This is an optimization exercise on Yosys and OpenROAD, whose aim is small area, a short achievable clock period and few clock cycles, not a production implementation.
RTL that was checked went through simulation tests only; none was proved equivalent to the original.
No activity file was given, so power comes from the tool's default toggle rates.

## DIV
module DIV(
  input         clock,
  input         reset,
  output        io_in_ready,
  input         io_in_valid,
  input         io_in_bits_ctrl_flow_divw,
  input         io_in_bits_ctrl_flow_div_signed,
  input         io_in_bits_ctrl_flow_flush,
  input  [31:0] io_in_bits_ctrl_data_src1,
  input  [31:0] io_in_bits_ctrl_data_src2,
  input         io_out_ready,
  output        io_out_valid,
  output [31:0] io_out_bits_result_quotient,
  output [31:0] io_out_bits_result_remainder
);
For scale: ~1,900 cells after synthesis, roughly 120 flip-flops, about 140 I/O pins.
==> flow/config.mk <==
export PLATFORM = sky130hd
export DESIGN_NAME = DIV
export DESIGN_NICKNAME = DIV
export VERILOG_FILES = /design/flow/design.v
export SDC_FILE = /design/flow/constraint.sdc
export NUM_CORES = 4
export LEC_CHECK = 0
export ABC_AREA = 1
export ABC_CLOCK_PERIOD_IN_PS = 3000
export CAP_MARGIN = 0
export CORE_MARGIN = 2
export CORE_UTILIZATION = 40
export CTS_BUF_LIST = sky130_fd_sc_hd__clkbuf_8
export PLACE_DENSITY = 0.6
export SETUP_SLACK_MARGIN = 5
export SLEW_MARGIN = 0
==> flow/constraint.sdc <==
create_clock -name core_clock -period 8.0 [get_ports {clock}]
set_input_delay 1.6000 -clock core_clock [delete_from_list [all_inputs] [get_ports {clock}]]
set_output_delay 1.6000 -clock core_clock [all_outputs]
set_load 0.01 [all_outputs]
standard.sh (not shown) runs the stock make flow with config.mk's settings and CLKGATE_MAP_FILE= SYNTH_SCRIPT=/design/flow/synth_recipe.tcl, a recipe that flattens the netlist after the stock synthesis.
==> flow/flow/run.sh <==
#!/bin/bash
export BUFFER_PORTS_ARGS="-buffer_cell sky130_fd_sc_hd__buf_1"
bash standard.sh > standard.log 2>&1
Testbench counts at the start, summed over its fixed seeds: cycles 16,908.
Edit:
GPL_ROUTABILITY_DRIVEN = 0   (was unset)
SETUP_SLACK_MARGIN = 4.85   (was 5)
Clock skew fell by 0.0064 ns.
Global-route usage fell by 3.0 points.
Setup slack loses 0.059 ns.
Cell count fell by about 1.4%.
Via count hardly moves.
Die area stays the same.
Total power fell by 9.2%.
Hold slack loses 0.0037 ns.
Design area fell by 7.1%.
First-iteration DRC count rose by 7.4%.
Maximum frequency fell by about 1.9%.
Edit:
GPL_ROUTABILITY_DRIVEN = unset   (was 0)
SETUP_SLACK_MARGIN = 4.7   (was 4.85)
Via count decreases by 4.3%.
Power decreases by 1.3%.
Core utilization decreases by 2.1 points.
Die area is unchanged.
First-iteration DRC count decreases by 9.5%.
Area after synthesis does not change.
Edit:
SETUP_SLACK_MARGIN = 4.95   (was 4.7)
Final area goes up by 8.1%.
Global-route usage increases by 0.83 points.
Clock-buffer cell count decreases by 1.
Edit:
SETUP_SLACK_MARGIN = 4.4   (was 4.95)
Effect: Count of clock-buffer cells in the layout climbs by 1; worst hold slack hardly moves; via count drops by 4.8%; wire length drops by 5.0%; power drops by 5.2%; first-iteration DRC count drops by 11%; clock power climbs by 13%; global-route usage drops by 0.88 points; final area drops by 9.5%.
Edit:
==> flow/run.sh (new file) <==
#!/bin/bash
# synth_recipe.tcl (not shown) runs the flow's synth.tcl, then flattens the netlist and writes it again
# the make line also repeats each setting of config.mk as NAME=value (left out here)
make -C /OpenROAD-flow-scripts/flow DESIGN_CONFIG=/design/flow/config.mk WORK_HOME=/design/flow/orfs CLKGATE_MAP_FILE= SYNTH_SCRIPT=/design/flow/synth_recipe.tcl finish
CAP_MARGIN = 20   (was 0)
CTS_BUF_LIST = unset   (was sky130_fd_sc_hd__clkbuf_8)
SETUP_SLACK_MARGIN = 4.7   (was 4.4)
SLEW_MARGIN = 20   (was 0)
removed: flow/flow/run.sh
removed: flow/standard.sh
Global-route usage rises by 0.78 points.
Total power climbs by 10%.
Combinational power grows by about 10%.

* * *

The RTL this note starts from:
==> flow/design.v <==
module DIV(
  input         clock,
  input         reset,
  output        io_in_ready,
  input         io_in_valid,
  input         io_in_bits_ctrl_flow_divw,
  input         io_in_bits_ctrl_flow_div_signed,
  input         io_in_bits_ctrl_flow_flush,
  input  [31:0] io_in_bits_ctrl_data_src1,
  input  [31:0] io_in_bits_ctrl_data_src2,
  input         io_out_ready,
  output        io_out_valid,
  output [31:0] io_out_bits_result_quotient,
  output [31:0] io_out_bits_result_remainder
);
  localparam [2:0] S_LOAD = 3'd0, S_ALIGN = 3'd1, S_ITER = 3'd2, S_CORR = 3'd3,
                   S_RESTORE = 3'd4, S_DONE = 3'd5;
  function [1:0] lz2(input [1:0] v);
    lz2 = {~v[1] & ~v[0], ~v[1]};
  endfunction
  function [2:0] lz4(input [3:0] v);
    reg [1:0] h, l;
    begin
      h = lz2(v[3:2]); l = lz2(v[1:0]);
      lz4 = {h[1] & l[1], h[1], h[1] ? l[0] : h[0]};
    end
  endfunction
  function [3:0] lz8(input [7:0] v);
    reg [2:0] h, l;
    begin
      h = lz4(v[7:4]); l = lz4(v[3:0]);
      lz8 = {h[2] & l[2], h[2], h[2] ? l[1:0] : h[1:0]};
    end
  endfunction
  function [4:0] lz16(input [15:0] v);
    reg [3:0] h, l;
    begin
      h = lz8(v[15:8]); l = lz8(v[7:0]);
      lz16 = {h[3] & l[3], h[3], h[3] ? l[2:0] : h[2:0]};
    end
  endfunction
  function [5:0] lzc32(input [31:0] v);
    reg [4:0] h, l;
    begin
      h = lz16(v[31:16]); l = lz16(v[15:0]);
      lzc32 = (h[4] & l[4]) ? 6'd32 : {1'b0, h[4], h[4] ? l[3:0] : h[3:0]};
    end
  endfunction
  wire [31:0] a  = io_in_bits_ctrl_data_src1;
  wire [31:0] b  = io_in_bits_ctrl_data_src2;
  wire        sg = io_in_bits_ctrl_flow_div_signed;
  wire        go = io_in_valid & ~io_in_bits_ctrl_flow_flush;
  reg  [2:0]  state;
  reg  [32:0] X;       
  reg  [32:0] E;       
  reg  [31:0] Q;       
  reg  [4:0]  cnt;     
  reg  [5:0]  la, lb;  
  reg         neg_a;   
  reg         neg_q;   
  reg         inv;     
  reg         done;    
  wire        sa  = sg & a[31];
  wire        sb  = sg & b[31];
  wire        nq  = sa ^ sb;
  wire [31:0] ap  = sa ? {~a[30:0], 1'b1} : a;
  wire [31:0] bp  = b ^ {32{sb}};
  wire [5:0]  lza = lzc32(ap);
  wire [5:0]  lzb = lzc32(bp);
  wire        dz  = (b == 32'd0);
  wire [31:0] sm1 = ap  | {1'b0, ap[31:1]};
  wire [31:0] sm2 = sm1 | {2'b0, sm1[31:2]};
  wire [31:0] sm4 = sm2 | {4'b0, sm2[31:4]};
  wire [31:0] sm8 = sm4 | {8'b0, sm4[31:8]};
  wire [31:0] sma = sm8 | {16'b0, sm8[31:16]};
  wire        short = |(bp & ~sma);
  wire [31:0] qdz = (sg & ~a[31]) ? 32'd1 : 32'hffffffff;
  wire [6:0]  sfull = {1'b0, lb} - {1'b0, la};
  wire [4:0]  s   = (sfull[5] | sfull[4:0] == 5'd31) ? 5'd31 : sfull[4:0];
  wire [32:0] Esh = E << s;
  wire [33:0] T1  = {X, 1'b1} + {E ^ {33{inv}}, inv};
  wire [32:0] T   = T1[33:1];
  wire        acc = neg_a ? (T[32] | (T == 33'd0)) : ~T[32];
  always @(posedge clock) begin
    if (reset) begin
      done <= 1'b0;
    end else if (!go) begin
      done <= 1'b0;
    end else begin
      case (state)
        S_LOAD:    done <= dz | short;
        S_ITER:    done <= (cnt == 5'd0) & acc;
        S_CORR:    done <= 1'b1;
        S_RESTORE: done <= 1'b1;
        default:   done <= 1'b0;
      endcase
    end
  end
  always @(posedge clock) begin
    if (reset) begin
      state <= S_LOAD;
    end else if (!go) begin
      state <= S_LOAD;
    end else begin
      case (state)
        S_LOAD:    state <= (dz | short) ? S_DONE : S_ALIGN;
        S_ALIGN:   state <= (neg_q & ~acc) ? S_RESTORE : S_ITER;
        S_ITER:    state <= (cnt != 5'd0) ? S_ITER : (acc ? S_DONE : S_CORR);
        S_CORR:    state <= S_DONE;
        S_RESTORE: state <= S_DONE;
        default:   state <= S_LOAD;
      endcase
    end
  end
  always @(posedge clock) begin
    case (state)
      S_LOAD: begin
        X     <= {sa, a};
        E     <= {sb, b};
        Q     <= dz ? qdz : 32'd0;
        la    <= lza;
        lb    <= lzb;
        neg_a <= sa;
        neg_q <= nq;
        inv   <= ~nq;
      end
      S_ALIGN: begin
        if (neg_q) X <= T;
        Q   <= {32{neg_q}};
        E   <= Esh;
        cnt <= s;
        inv <= ~neg_q;
      end
      S_ITER: begin
        X   <= T;
        Q   <= {Q[30:0], acc ^ neg_q};
        if (cnt != 5'd0) E <= {E[32], E[32:1]};
        cnt <= cnt - 5'd1;
        inv <= acc ^ neg_q;
      end
      S_CORR: begin
        X <= T;
      end
      S_RESTORE: begin
        X <= {neg_a, a};
        Q <= 32'd0;
      end
      default: ;
    endcase
  end
  assign io_in_ready = 1'b1;
  assign io_out_valid = done;
  assign io_out_bits_result_quotient = Q;
  assign io_out_bits_result_remainder = X[31:0];
endmodule
clock: 8.0 ns
lec_check: 0
abc_clock_period_in_ps: 3000
cap_margin: 20
core_margin: 2
core_utilization: 40
place_density: 0.6
setup_slack_margin: 3.5
slew_margin: 20
run.sh (not shown) runs the stock make flow with config.mk's settings and CLKGATE_MAP_FILE= SYNTH_SCRIPT=/design/flow/synth_recipe.tcl, a recipe that flattens the netlist after the stock synthesis.
Stock flow here: none of the scripts above is used.
Rerun with:
- SETUP_SLACK_MARGIN: 3.5 -> 4.0
=> The new run completed without violations; cell count went up by 1.3%; clock-buffer cell count is unchanged; sequential cell count does not change; total power went up by 4.0%; global-route usage went up by 0.50 points; hold slack barely changes; worst setup slack gains 90 ps; cell area went up by 4.3%; wire length went up by 0.78%.
No run of this note included a check of the RTL's function; only the layout flow was run.

* * *

RTL: one of the versions met above, not the one the previous note started from.
Size in the first run: ~1,900 cells after synthesis, about 120 flip-flops, about 140 I/O pins, about 12,000 um2 of cells after synthesis.
clock: 8.0 ns
lec_check: 0
abc_area: 1
abc_clock_period_in_ps: 3000
cap_margin: 0
core_margin: 2
core_utilization: 40
cts_buf_list: sky130_fd_sc_hd__clkbuf_8
place_density: 0.75
setup_slack_margin: 4.85
slew_margin: 0
standard.sh (not shown) runs the stock make flow with config.mk's settings and CLKGATE_MAP_FILE= SYNTH_SCRIPT=/design/flow/synth_recipe.tcl, a recipe that flattens the netlist after the stock synthesis.
==> flow/flow/run.sh <==
#!/bin/bash
export BUFFER_PORTS_ARGS="-buffer_cell sky130_fd_sc_hd__buf_1"
bash standard.sh > standard.log 2>&1
The starting point finished with timing, DRC and antenna clean.
Testbench counts at the start, summed over its fixed seeds: cycles 16,908.
Next try:
Settings changed: CORE_UTILIZATION 40 to 60, PLACE_DENSITY 0.75 to 0.7, SETUP_SLACK_MARGIN 4.85 to 4.7.
What happened:
- The new run completed with no timing, DRC or antenna violations
- flip-flop and latch count stays the same
- sequential power hardly moves
- final area came out lower by about 9%
- count of clock-buffer cells in the layout went down by 1
Next try:
Settings changed: CORE_UTILIZATION 60 to 40, PLACE_DENSITY 0.7 to 0.6, SETUP_SLACK_MARGIN 4.7 to 4.85, TNS_END_PERCENT set to 50.
Final cell count came out higher by 5.8%.
Wire length came out higher by 8.8%.
Final area came out higher by about 4.4%.
Clock skew came out higher by 0.0036 ns.
Count of clock-buffer cells in the layout came out higher by 2.
Combinational power came out higher by about 5%.
Sequential share of layout area came out lower by 0.78 points.
Total power came out higher by 5.6%.
Next try:
==> flow/run.sh (new file) <==
#!/bin/bash
# synth_recipe.tcl (not shown) runs the flow's synth.tcl, then flattens the netlist and writes it again
# the make line also repeats each setting of config.mk as NAME=value (left out here)
make -C /OpenROAD-flow-scripts/flow DESIGN_CONFIG=/design/flow/config.mk WORK_HOME=/design/flow/orfs CLKGATE_MAP_FILE= SYNTH_SCRIPT=/design/flow/synth_recipe.tcl finish
Settings changed: SETUP_SLACK_MARGIN 4.85 to 4.7, TNS_END_PERCENT 50 to unset.
removed: flow/flow/run.sh
removed: flow/standard.sh
=> Power came out higher by about 0.64%; hold slack stays flat; register-to-register slack is worse by 0.21 ns; worst setup slack is worse by 0.14 ns; routed wire length came out higher by about 1.6%; clock power came out lower by about 10%; global-route usage came out higher by 0.15 points; synthesized cell count does not change; area after synthesis stays the same; die area is unchanged; via count came out higher by 1.3%.
Next try:
==> flow/flow/run.sh (new file) <==
#!/bin/bash
export BUFFER_PORTS_ARGS="-buffer_cell sky130_fd_sc_hd__buf_1"
bash standard.sh > standard.log 2>&1
==> flow/standard.sh (new file) <==
#!/bin/bash
# synth_recipe.tcl (not shown) runs the flow's synth.tcl, then flattens the netlist and writes it again
# the make line also repeats each setting of config.mk as NAME=value (left out here)
make -C /OpenROAD-flow-scripts/flow DESIGN_CONFIG=/design/flow/config.mk WORK_HOME=/design/flow/orfs CLKGATE_MAP_FILE= SYNTH_SCRIPT=/design/flow/synth_recipe.tcl "${@:-finish}"
Settings changed: CORE_UTILIZATION 40 to 60, PLACE_DENSITY 0.6 to 0.7, SETUP_SLACK_MARGIN 4.7 to 4.85.
removed: flow/run.sh
After rerunning: The changed run finished with timing, DRC and antenna clean; register-to-register slack gets better by 0.11 ns; cell count drops by about 5%; final area fell by 6.5%; routed wire length decreases by about 3.6%.
Next try:
==> flow/run.sh (new file) <==
#!/bin/bash
# synth_recipe.tcl (not shown) runs the flow's synth.tcl, then flattens the netlist and writes it again
# the make line also repeats each setting of config.mk as NAME=value (left out here)
make -C /OpenROAD-flow-scripts/flow DESIGN_CONFIG=/design/flow/config.mk WORK_HOME=/design/flow/orfs CLKGATE_MAP_FILE= SYNTH_SCRIPT=/design/flow/synth_recipe.tcl finish
Settings changed: CAP_MARGIN 0 to 20, CORE_UTILIZATION 60 to 40, CTS_BUF_LIST sky130_fd_sc_hd__clkbuf_8 to unset, PLACE_DENSITY 0.7 to 0.6, SETUP_SLACK_MARGIN 4.85 to 4.4, SLEW_MARGIN 0 to 20.
removed: flow/flow/run.sh
removed: flow/standard.sh
Total power climbs by 6.2%.
Die area climbs by 48%.
Clock-buffer cell count rose by 1.
Via count came out lower by 7.3%.
Wire length rises by 0.50%.
Non-clock buffer count goes down by 39.
Cell area increases by 2.0%.
Setup slack degrades by 0.23 ns.
Global-route usage is lower by 11 points.

-- what the ideal ports hide --
In the flow no input, the clock included, has a driving cell. The finished layouts below were timed again as built, in two steps.
Step 1: set_driving_cell puts a clkbuf_16 on clock and a buf_2 on each other input, an assumption about the parent block.
Step 2 also shifts input and output timing later by t, the mid clock arrival at the registers, as if the neighbouring blocks saw the same clock.
Slacks: no drivers / after step 1 / after step 2; pairs: no drivers / after step 1.
run	t (ns)	setup slack, ns	worst hold slack (ns)	clock arrival spread, ns	worst data-port slew with drivers (ns)
the first run of note 1	0.499	4.880 / 4.861 / 4.362	0.467 / 0.467 / 0.467	0.021 / 0.021	0.06
the second run of note 1	0.523	4.821 / 4.850 / 4.327	0.464 / 0.464 / 0.464	0.014 / 0.014	0.05
the third run of note 1	0.512	4.724 / 4.724 / 4.272	0.467 / 0.467 / 0.467	0.021 / 0.021	0.06
the fourth run of note 1	0.506	4.903 / 4.895 / 4.389	0.467 / 0.467 / 0.467	0.016 / 0.016	0.08
the fifth run of note 1	0.506	4.492 / 4.515 / 4.009	0.468 / 0.468 / 0.468	0.020 / 0.020	0.05
the sixth run of note 1	0.476	4.734 / 4.762 / 4.286	0.467 / 0.467 / 0.467	0.014 / 0.014	0.05
the first run of note 2	0.485	3.548 / 3.548 / 3.172	0.547 / 0.547 / 0.547	0.017 / 0.016	0.04
the second run of note 2	0.479	3.639 / 3.639 / 3.636	0.548 / 0.548 / 0.548	0.014 / 0.014	0.04
the first run of note 3	0.512	4.778 / 4.770 / 4.259	0.467 / 0.467 / 0.467	0.010 / 0.011	0.06
the second run of note 3	0.504	4.752 / 4.752 / 4.285	0.474 / 0.474 / 0.474	0.015 / 0.015	0.05
the third run of note 3	0.510	4.894 / 4.779 / 4.268	0.468 / 0.468 / 0.468	0.019 / 0.019	0.17
the fourth run of note 3	0.510	4.753 / 4.744 / 4.270	0.470 / 0.470 / 0.470	0.019 / 0.019	0.05
the fifth run of note 3	0.513	4.761 / 4.753 / 4.240	0.471 / 0.471 / 0.471	0.015 / 0.016	0.06
the sixth run of note 3	0.477	4.532 / 4.554 / 4.077	0.467 / 0.467 / 0.467	0.014 / 0.014	0.05
After both steps every run listed still meets setup and hold. The setup slack of the third run of note 3, which loses most, moves by -0.115 ns with the drivers and by -0.626 ns with both steps.
